What follows belongs to an exercise in optimizing a design on an open flow for small area, a short achievable clock period and few clock cycles; a production flow would make more cautious choices.
Where RTL was checked, it was by simulation tests only, not by an equivalence proof against the original.

==> flow/design.v <==
module fir_single_chan (
  input clk,
  input rst,
  output logic [15:0] data_addr_rd_o,
  output logic [15:0] data_addr_wr_o,
  input  logic [15:0] data_din_i,
  output logic [15:0] data_dout_o,
  output logic        data_we_o,
  output logic        done_intr
);
logic [23:0] xs;
assign xs = {{8{data_din_i[15]}}, data_din_i};
logic [17:0] m3;
logic [18:0] m5, m7;
always_ff @(posedge clk) begin
  m3 <= 18'(xs + (xs << 1));
  m5 <= 19'(xs + (xs << 2));
  m7 <= 19'((xs << 3) - xs);
end
logic [23:0] e3, e5, e7, t7, t24, t43, t55;
assign e3 = {{6{m3[17]}}, m3};
assign e5 = {{5{m5[18]}}, m5};
assign e7 = {{5{m7[18]}}, m7};
assign t7  = e7;
assign t24 = e3 << 3;
assign t43 = (e5 << 3) + e3;
assign t55 = (e3 << 4) + e7;
logic [18:0] q7;
logic [20:0] q6;
logic [22:0] q5;
logic [23:0] q4, q3, q2, q1;
always_ff @(posedge clk) begin
  q7 <= m7;
  q6 <= 21'({{5{q7[18]}}, q7} + t24);
  q5 <= 23'({{3{q6[20]}}, q6} + t43);
  q4 <= {q5[22], q5} + t55;
  q3 <= q4 + t55;
  q2 <= q3 + t43;
  q1 <= q2 + t24;
end
logic [23:0] sum;
assign sum = q1 + t7;
always_ff @(posedge clk) data_dout_o <= sum[23:8];
logic start;
assign start = (data_addr_rd_o == 16'd10);
always_ff @(posedge clk) begin
  if (rst) begin
    data_addr_rd_o <= 16'd1;
    data_addr_wr_o <= 16'hffff;
    data_we_o <= 1'b0;
    done_intr <= 1'b0;
  end else begin
    data_addr_rd_o <= data_addr_rd_o + 16'd1;
    if (done_intr) begin
      data_we_o <= 1'b0;
    end else if (data_we_o | start) begin
      data_we_o <= 1'b1;
      data_addr_wr_o <= data_addr_wr_o + 16'd1;
      if (data_addr_wr_o == 16'hfffe) done_intr <= 1'b1;
    end
  end
end
endmodule
clock: 5.5 ns
lec_check: 0
abc_clock_period_in_ps: 2000
cap_margin: 20
core_margin: 2
core_utilization: 40
place_density: 0.6
setup_slack_margin: 3.0
slew_margin: 20
run.sh (not shown) runs the stock make flow with config.mk's settings and CLKGATE_MAP_FILE= SYNTH_SCRIPT=/design/flow/synth_recipe.tcl, a recipe that flattens the netlist after the stock synthesis.
The baseline went through all stages and came out clean.
==> next run, changes <==
ABC_CLOCK_PERIOD_IN_PS = 1500   (was 2000)
SETUP_SLACK_MARGIN = 3.2   (was 3.0)
Effect: The changed run produced a clean layout; setup slack degrades by 0.041 ns; hold slack barely changes; cell area increases by 2.1%.
No run of this note included a check of the RTL's function; only the layout flow was run.

* * *

## v5
fir_single_chan, a different RTL version from the one above (not shown whole).
Size in the first run: about 1100 cells after synthesis, about 320 flip-flops, about 68 I/O pins.
clock: 5.5 ns
lec_check: 0
cap_margin: 20
core_margin: 2
core_utilization: 40
cts_buf_list: sky130_fd_sc_hd__clkbuf_8
cts_cluster_diameter: 80
cts_cluster_size: 16
place_density: 0.6
setup_slack_margin: 3.3
slew_margin: 20
standard.sh (not shown) runs the stock make flow with config.mk's settings and CLKGATE_MAP_FILE= SYNTH_SCRIPT=/design/flow/synth_recipe.tcl, a recipe that flattens the netlist after the stock synthesis.
==> flow/flow/run.sh <==
#!/bin/bash
# Own layout flow: the standard ORFS flow (standard.sh, standard synthesis), with the
# ports buffered by plain buffers instead of the delay cells buffer_ports picks by default,
# and sizing not held to the cells' footprints. Each tool's output goes to a log here.
set -uo pipefail
bash standard.sh \
  'BUFFER_PORTS_ARGS=-buffer_cell sky130_fd_sc_hd__buf_2' \
  MATCH_CELL_FOOTPRINT=0 \
  finish > flow_make.log 2>&1
status=$?
cp -r orfs/logs flow_logs 2>/dev/null || true
exit $status
v5 reached the final stage; the timing, design-rule and antenna checks on its layout passed.
Testbench counts of v5, summed over its fixed seeds: cycles 262,196.
What v41 does differently from v5 at the input level:
# v5
export LEC_CHECK = 0
export CAP_MARGIN = 20
export CORE_MARGIN = 2
export CORE_UTILIZATION = 40
export CTS_BUF_LIST = sky130_fd_sc_hd__clkbuf_8
export CTS_CLUSTER_DIAMETER = 80
export CTS_CLUSTER_SIZE = 16
export PLACE_DENSITY = 0.6
export SETUP_SLACK_MARGIN = 3.3
export SLEW_MARGIN = 20
create_clock -name core_clock -period 5.5 [get_ports {clk}]
# v41
export LEC_CHECK = 0
export CAP_MARGIN = 20
export CORE_MARGIN = 2
export CORE_UTILIZATION = 40
export CTS_BUF_LIST = sky130_fd_sc_hd__clkbuf_8
export CTS_CLUSTER_DIAMETER = 80
export CTS_CLUSTER_SIZE = 16
export PLACE_DENSITY = 0.6
export SETUP_SLACK_MARGIN = 3.2
export SLEW_MARGIN = 20
create_clock -name core_clock -period 5.5 [get_ports {clk}]
Notes after the runs:
Per the comparison of v41 with v5, global-route wire length before repair went down by 860 µm, fraction of area in registers went up by 0.81 points, later-pin clock latency in the skew report went up by 0.02 ns, final clock period utilization by the worst path grew by 0.16 points. Utilization after layout: v41 vs v5 down 1.5 points.
Changes in v29 relative to v41:
# v41
export LEC_CHECK = 0
export CAP_MARGIN = 20
export CORE_MARGIN = 2
export CORE_UTILIZATION = 40
export CTS_BUF_LIST = sky130_fd_sc_hd__clkbuf_8
export CTS_CLUSTER_DIAMETER = 80
export CTS_CLUSTER_SIZE = 16
export PLACE_DENSITY = 0.6
export SETUP_SLACK_MARGIN = 3.2
export SLEW_MARGIN = 20
create_clock -name core_clock -period 5.5 [get_ports {clk}]
# v29
export LEC_CHECK = 0
export CAP_MARGIN = 10
export CORE_MARGIN = 2
export CORE_UTILIZATION = 40
export CTS_BUF_LIST = sky130_fd_sc_hd__clkbuf_8
export CTS_CLUSTER_DIAMETER = 80
export CTS_CLUSTER_SIZE = 16
export PLACE_DENSITY = 0.6
export SETUP_SLACK_MARGIN = 3.2
export SLEW_MARGIN = 10
create_clock -name core_clock -period 5.5 [get_ports {clk}]
Findings:
Taking v41 as the reference, in v29 estimated wirelength of the detail-placed design roughly the same, sequential portion of the cell area barely changed. As far as area after synthesis goes, v41 and v29 are indistinguishable; the numbers are identical. Between v41 and v29, the difference in post-CTS clock slew at the launch and capture registers of the worst setup and hold paths is negligible. The final period utilization was comparable across v41 and v29.
#### Input delta (v16 over v29)
# v29
export LEC_CHECK = 0
export CAP_MARGIN = 10
export CORE_MARGIN = 2
export CORE_UTILIZATION = 40
export CTS_BUF_LIST = sky130_fd_sc_hd__clkbuf_8
export CTS_CLUSTER_DIAMETER = 80
export CTS_CLUSTER_SIZE = 16
export PLACE_DENSITY = 0.6
export SETUP_SLACK_MARGIN = 3.2
export SLEW_MARGIN = 10
create_clock -name core_clock -period 5.5 [get_ports {clk}]
# v16
export LEC_CHECK = 0
export CAP_MARGIN = 20
export CORE_MARGIN = 2
export CORE_UTILIZATION = 40
export CTS_BUF_LIST = sky130_fd_sc_hd__clkbuf_8
export CTS_CLUSTER_DIAMETER = 80
export CTS_CLUSTER_SIZE = 16
export PLACE_DENSITY = 0.7
export SETUP_SLACK_MARGIN = 3.2
export SLEW_MARGIN = 20
create_clock -name core_clock -period 5.5 [get_ports {clk}]
Comparing v29 against v16, there is no change at all in tap cell count. Hold slack in v16 vs v29: up 0.020 ns. The wire length of the first global-routing pass number comes out higher for v16 vs v29. For the cell area, v16 came in 210 µm² higher than v29 did. On global-route usage over all layers: v16 sits above v29. Routed length per placed instance is higher on v16.

* * *

Setup of alpha:
Another version of the RTL of fir_single_chan (not shown whole).
Size: about 1,100 cells after synthesis, about 300 flip-flops, ~68 I/O pins, about 13,000 sq um of cells after synthesis.
export LEC_CHECK = 0
export CAP_MARGIN = 20
export CORE_MARGIN = 2
export CORE_UTILIZATION = 40
export PLACE_DENSITY = 0.6
export SLEW_MARGIN = 20
create_clock -name core_clock -period 5.5 [get_ports {clk}]
==> flow/flow/run.sh <==
#!/bin/bash
# Own layout flow: the standard ORFS flow (standard.sh, standard synthesis), with the
# ports buffered by plain buffers instead of the delay cells buffer_ports picks by default,
# and sizing not held to the cells' footprints. Each tool's output goes to a log here.
set -uo pipefail
bash standard.sh \
  'BUFFER_PORTS_ARGS=-buffer_cell sky130_fd_sc_hd__buf_4' \
  MATCH_CELL_FOOTPRINT=0 \
  finish > flow_make.log 2>&1
status=$?
cp -r orfs/logs flow_logs 2>/dev/null || true
exit $status
### alpha -> beta
- SETUP_SLACK_MARGIN newly set to 3.2
[summary]
Compared to alpha, the router laid down more metal wire for beta.
Count of plain and timing-repair buffers in the layout was lower in alpha than in beta.
For the fraction of area in non-clock buffers, beta came in 2.1 points higher than alpha did.
The faster design of the two is beta; alpha tops out lower.
Re routed wirelength normalized by instance count: beta and alpha aren't equal, and the lower value belongs to alpha.
beta against alpha: final critical delay including setup and external delays dropped 0.077 ns, maximum fanout encountered on the critical timing path saw a decrease, setup slack saw an increase, met3 wirelength from detailed routing rose about 13%.
Against alpha, final standard cell area without fillers in beta came out worse.
Function was not checked in any run of this note: the RTL went through the layout flow alone.

* * *

fir_single_chan with an RTL version that a note above also has.
For scale: roughly 1200 cells after synthesis, about 320 flip-flops, roughly 0.013 sq mm of cells after synthesis.
## fir_single_chan
module fir_single_chan (
  input clk,
  input rst,
  output logic [15:0] data_addr_rd_o,
  output logic [15:0] data_addr_wr_o,
  input  logic [15:0] data_din_i,
  output logic [15:0] data_dout_o,
  output logic        data_we_o,
  output logic        done_intr
);
logic [15:0] x1, x2, x3;
logic [18:0] va, vb;
logic [18:0] v[0:4];
logic [19:0] pa, pb;
logic [18:0] pc;
logic vt_s1, vt_c1;
assign vt_s1 = data_din_i[1] ^ x1[0];
assign vt_c1 = data_din_i[1] & x1[0];
logic vt_s2, vt_c2;
assign vt_s2 = data_din_i[2] ^ x1[1] ^ x2[1];
assign vt_c2 = (data_din_i[2] & x1[1]) | (data_din_i[2] & x2[1]) | (x1[1] & x2[1]);
logic vt_s3, vt_c3;
assign vt_s3 = data_din_i[3] ^ x1[2] ^ x2[2];
assign vt_c3 = (data_din_i[3] & x1[2]) | (data_din_i[3] & x2[2]) | (x1[2] & x2[2]);
logic vt_s4, vt_c4;
assign vt_s4 = data_din_i[4] ^ x1[3] ^ x2[3];
assign vt_c4 = (data_din_i[4] & x1[3]) | (data_din_i[4] & x2[3]) | (x1[3] & x2[3]);
logic vt_s5, vt_c5;
assign vt_s5 = data_din_i[5] ^ x1[4] ^ x2[4];
  ...
==> flow/config.mk <==
export PLATFORM = sky130hd
export DESIGN_NAME = fir_single_chan
export DESIGN_NICKNAME = fir_single_chan
export VERILOG_FILES = /design/flow/design.v
export SDC_FILE = /design/flow/constraint.sdc
export NUM_CORES = 4
export LEC_CHECK = 0
export CAP_MARGIN = 20
export CORE_MARGIN = 2
export CORE_UTILIZATION = 40
export CTS_BUF_LIST = sky130_fd_sc_hd__clkbuf_8
export CTS_CLUSTER_DIAMETER = 80
export CTS_CLUSTER_SIZE = 16
export PLACE_DENSITY = 0.6
export SETUP_SLACK_MARGIN = 3.2
export SLEW_MARGIN = 20
==> flow/constraint.sdc <==
create_clock -name core_clock -period 5.5 [get_ports {clk}]
set_input_delay 1.1000 -clock core_clock [delete_from_list [all_inputs] [get_ports {clk}]]
set_output_delay 1.1000 -clock core_clock [all_outputs]
set_load 0.01 [all_outputs]
==> flow/flow/run.sh <==
#!/bin/bash
# Own layout flow: the standard ORFS flow (standard.sh), with
#  - the ports buffered by plain buf_2 buffers instead of the delay cells buffer_ports picks,
#  - sizing not held to the cells' footprints,
#  - the slow four- and five-input AND-OR/OR-AND and wide gates added to the platform's
#    don't-use list (flow/dont_use_slow.txt), so synthesis and repair build the adders from
#    simpler, faster gates. The platform's own list is repeated from flow/dont_use_platform.txt
#    because a command-line setting replaces it.
# Registers are untouched: the synthesis is ORFS's, through the standard flow's synth_recipe.tcl.
# Each tool's output goes to a log here.
set -uo pipefail
here=$(pwd)
dont_use="$(cat "$here/flow/dont_use_platform.txt") $(cat "$here/flow/dont_use_slow.txt")"
bash standard.sh \
  'BUFFER_PORTS_ARGS=-buffer_cell sky130_fd_sc_hd__buf_2' \
  MATCH_CELL_FOOTPRINT=0 \
  "DONT_USE_CELLS=$dont_use" \
  finish > flow_make.log 2>&1
status=$?
cp -r orfs/logs flow_logs 2>/dev/null || true
exit $status
Other scripts of this flow, unchanged in this note and not shown: flow/flow/dont_use_platform.txt, flow/flow/dont_use_slow.txt
The starting point went through all stages and came out clean.
Testbench counts at the start, summed over its fixed seeds: cycles 262,196.
Change:
SETUP_SLACK_MARGIN = 3.5   (was 3.2)
What happened:
- wire length rises by 9.7%
- utilization rises by 4.5 points
- clock-buffer cell count falls by 1
- final area rises by 10%
- worst setup slack hardly moves

* * *

fir_single_chan, a different RTL version from the one above (not shown whole).
For scale: roughly 1100 cells after synthesis, ~320 flip-flops, about 13000 sq um of cells after synthesis.
==> flow/config.mk <==
export PLATFORM = sky130hd
export DESIGN_NAME = fir_single_chan
export DESIGN_NICKNAME = fir_single_chan
export VERILOG_FILES = /design/flow/design.v
export SDC_FILE = /design/flow/constraint.sdc
export NUM_CORES = 4
export LEC_CHECK = 0
export CAP_MARGIN = 20
export CORE_MARGIN = 2
export CORE_UTILIZATION = 40
export CTS_BUF_LIST = sky130_fd_sc_hd__clkbuf_16
export CTS_CLUSTER_DIAMETER = 100
export CTS_CLUSTER_SIZE = 22
export PLACE_DENSITY = 0.6
export SETUP_SLACK_MARGIN = 3.2
export SLEW_MARGIN = 20
==> flow/constraint.sdc <==
create_clock -name core_clock -period 5.5 [get_ports {clk}]
set_input_delay 1.1000 -clock core_clock [delete_from_list [all_inputs] [get_ports {clk}]]
set_output_delay 1.1000 -clock core_clock [all_outputs]
set_load 0.01 [all_outputs]
==> flow/flow/run.sh <==
#!/bin/bash
# Own layout flow: the standard ORFS flow (standard.sh, standard synthesis), with the
# ports buffered by plain buffers instead of the delay cells buffer_ports picks by default,
# and sizing not held to the cells' footprints. Each tool's output goes to a log here.
set -uo pipefail
bash standard.sh \
  'BUFFER_PORTS_ARGS=-buffer_cell sky130_fd_sc_hd__buf_4' \
  MATCH_CELL_FOOTPRINT=0 \
  finish > flow_make.log 2>&1
status=$?
cp -r orfs/logs flow_logs 2>/dev/null || true
exit $status
Testbench counts at the start, summed over its fixed seeds: cycles 262,196.
Edit:
Settings changed: SETUP_SLACK_MARGIN 3.2 to 3.5.
The changed run completed with no timing, DRC or antenna violations.
Critical path depth does not change.
Wire length grows by roughly a tenth.
Maximum frequency grows slightly.
Global-route usage grows by 0.73 points.

* * *

fir_single_chan again, from the RTL that the note above started with.
Settings: LEC_CHECK=0, CAP_MARGIN=20, CORE_MARGIN=2, CORE_UTILIZATION=40, CTS_BUF_LIST=sky130_fd_sc_hd__clkbuf_16, CTS_CLUSTER_DIAMETER=100, CTS_CLUSTER_SIZE=22, PLACE_DENSITY=0.6, SETUP_SLACK_MARGIN=3.3, SLEW_MARGIN=20; clock period 5.5 ns.
Scripts as last shown in full above: flow/flow/run.sh
The baseline completed with no timing, DRC or antenna violations.
Testbench counts at the start, summed over its fixed seeds: cycles 262,196.
Change:
CORE_UTILIZATION = 55   (was 40)
PLACE_DENSITY = 0.7   (was 0.6)
SETUP_SLACK_MARGIN = 3.2   (was 3.3)
Setup slack is worse by 76 ps.
Final area shrinks by a few percent.
Maximum frequency shrinks by a few percent.
Core utilization increases by 17 points.
Die area went down by a quarter to a third.
Wire length goes down by a few percent.
Area after synthesis does not change.
Change:
CORE_UTILIZATION = 40   (was 55)
CTS_BUF_LIST = sky130_fd_sc_hd__clkbuf_8   (was sky130_fd_sc_hd__clkbuf_16)
CTS_CLUSTER_DIAMETER = 80   (was 100)
CTS_CLUSTER_SIZE = 16   (was 22)
PLACE_DENSITY = 0.6   (was 0.7)
What happened: The new run ran to the end with no violations. Via count is lower by 1.4%. Die area is higher by 36%. Worst hold slack stays flat. Sequential cell count stays the same. Design area is lower by 0.48%.
Change:
--- a/flow/flow/run.sh
+++ b/flow/flow/run.sh
@@ -7 +7 @@
-  'BUFFER_PORTS_ARGS=-buffer_cell sky130_fd_sc_hd__buf_4' \
+  'BUFFER_PORTS_ARGS=-buffer_cell sky130_fd_sc_hd__buf_2' \
CTS_BUF_LIST = sky130_fd_sc_hd__clkbuf_16   (was sky130_fd_sc_hd__clkbuf_8)
CTS_CLUSTER_DIAMETER = 100   (was 80)
CTS_CLUSTER_SIZE = 22   (was 16)
=> The new run finished with timing, DRC and antenna clean. Clock skew goes down by 3.7 ps. Design area stays flat. Maximum frequency goes up by 1.3%. Synthesized cell count does not change. Global-route usage stays flat. First-iteration DRC count goes down by 5.2%. Count of clock-buffer cells in the layout goes down by 6. Wire length goes down by 1.1%.
Change:
==> flow/flow/run.sh (replaced) <==
#!/bin/bash
# Own layout flow: the standard ORFS flow (standard.sh, standard synthesis), with the
# ports buffered by plain buffers (buf_1 on inputs, buf_2 on outputs) instead of the delay
# cells buffer_ports picks by default, and sizing not held to the cells' footprints.
# Each tool's output goes to a log here.
set -uo pipefail
here=$(pwd)
bash standard.sh \
  "PRE_GLOBAL_PLACE_TCL=$here/flow/pre_gpl.tcl" \
  'BUFFER_PORTS_ARGS=-outputs -buffer_cell sky130_fd_sc_hd__buf_2' \
  MATCH_CELL_FOOTPRINT=0 \
  finish > flow_make.log 2>&1
status=$?
cp -r orfs/logs flow_logs 2>/dev/null || true
exit $status
==> flow/flow/pre_gpl.tcl (new file) <==
# Buffer the input ports with small buffers before the standard buffer_ports call,
# which BUFFER_PORTS_ARGS limits to the outputs.
buffer_ports -inputs -buffer_cell sky130_fd_sc_hd__buf_1
CTS_BUF_LIST = sky130_fd_sc_hd__clkbuf_8   (was sky130_fd_sc_hd__clkbuf_16)
CTS_CLUSTER_DIAMETER = 80   (was 100)
CTS_CLUSTER_SIZE = 16   (was 22)
Area after synthesis does not change. Routed wire length shrinks by 0.83%. Cell area shrinks by 2.4%.

[what the ideal ports hide]
The results above use ideal ports. As a check the final layouts listed here were re-extracted and re-timed, cells and wires unchanged. Step 1, drivers: a clkbuf_16 drives clk and a buf_2 each remaining input, both assumed. Step 2 also shifts input and output timing later by t, the mid clock arrival at the registers, as if the neighbouring blocks saw the same clock. Three values: no drivers, after step 1, after step 2; two values: the first two.
| run | t, ns | slack for setup (ns) | hold WS [ns] | clock arrival spread, ns |
|---|---|---|---|---|
| the first run of note 1 | 0.591 | 1.648 / 1.648 / 1.648 | 0.325 / 0.325 / 0.325 | 0.017 / 0.017 |
| the second run of note 1 | 0.623 | 1.607 / 1.607 / 1.607 | 0.326 / 0.326 / 0.326 | 0.015 / 0.016 |
| v5 | 0.592 | 3.292 / 3.292 / 3.085 | 0.318 / 0.318 / 0.318 | 0.016 / 0.016 |
| v41 | 0.597 | 3.283 / 3.238 / 3.144 | 0.302 / 0.302 / 0.302 | 0.042 / 0.043 |
| v29 | 0.597 | 3.283 / 3.238 / 3.144 | 0.302 / 0.302 / 0.302 | 0.042 / 0.043 |
| v16 | 0.588 | 3.115 / 3.115 / 3.115 | 0.322 / 0.322 / 0.322 | 0.014 / 0.014 |
| alpha | 0.595 | 2.494 / 2.494 / 1.924 | 0.324 / 0.324 / 0.324 | 0.009 / 0.009 |
| beta | 0.548 | 2.571 / 2.571 / 2.364 | 0.312 / 0.312 / 0.312 | 0.026 / 0.025 |
| the first run of note 4 | 0.597 | 3.275 / 3.236 / 3.125 | 0.322 / 0.322 / 0.322 | 0.021 / 0.021 |
| the second run of note 4 | 0.598 | 3.276 / 3.276 / 3.136 | 0.308 / 0.308 / 0.308 | 0.026 / 0.026 |
| the first run of note 5 | 0.542 | 3.237 / 3.232 / 3.128 | 0.325 / 0.325 / 0.325 | 0.021 / 0.022 |
| the second run of note 5 | 0.544 | 3.275 / 3.275 / 3.119 | 0.327 / 0.327 / 0.327 | 0.012 / 0.012 |
| the first run of note 6 | 0.540 | 3.274 / 3.274 / 3.117 | 0.322 / 0.322 / 0.322 | 0.013 / 0.013 |
| the second run of note 6 | 0.550 | 3.198 / 3.198 / 3.134 | 0.330 / 0.330 / 0.330 | 0.020 / 0.021 |
| the third run of note 6 | 0.593 | 3.229 / 3.218 / 3.107 | 0.332 / 0.332 / 0.332 | 0.022 / 0.023 |
| the fourth run of note 6 | 0.552 | 3.257 / 3.225 / 3.116 | 0.328 / 0.328 / 0.328 | 0.024 / 0.024 |
| the fifth run of note 6 | 0.585 | 3.245 / 3.221 / 3.184 | 0.328 / 0.328 / 0.328 | 0.017 / 0.017 |
After both steps setup and hold are still met in every run listed. The setup slack of alpha, which loses most, moves by 0.000 ns with the drivers and by -0.570 ns with both steps.
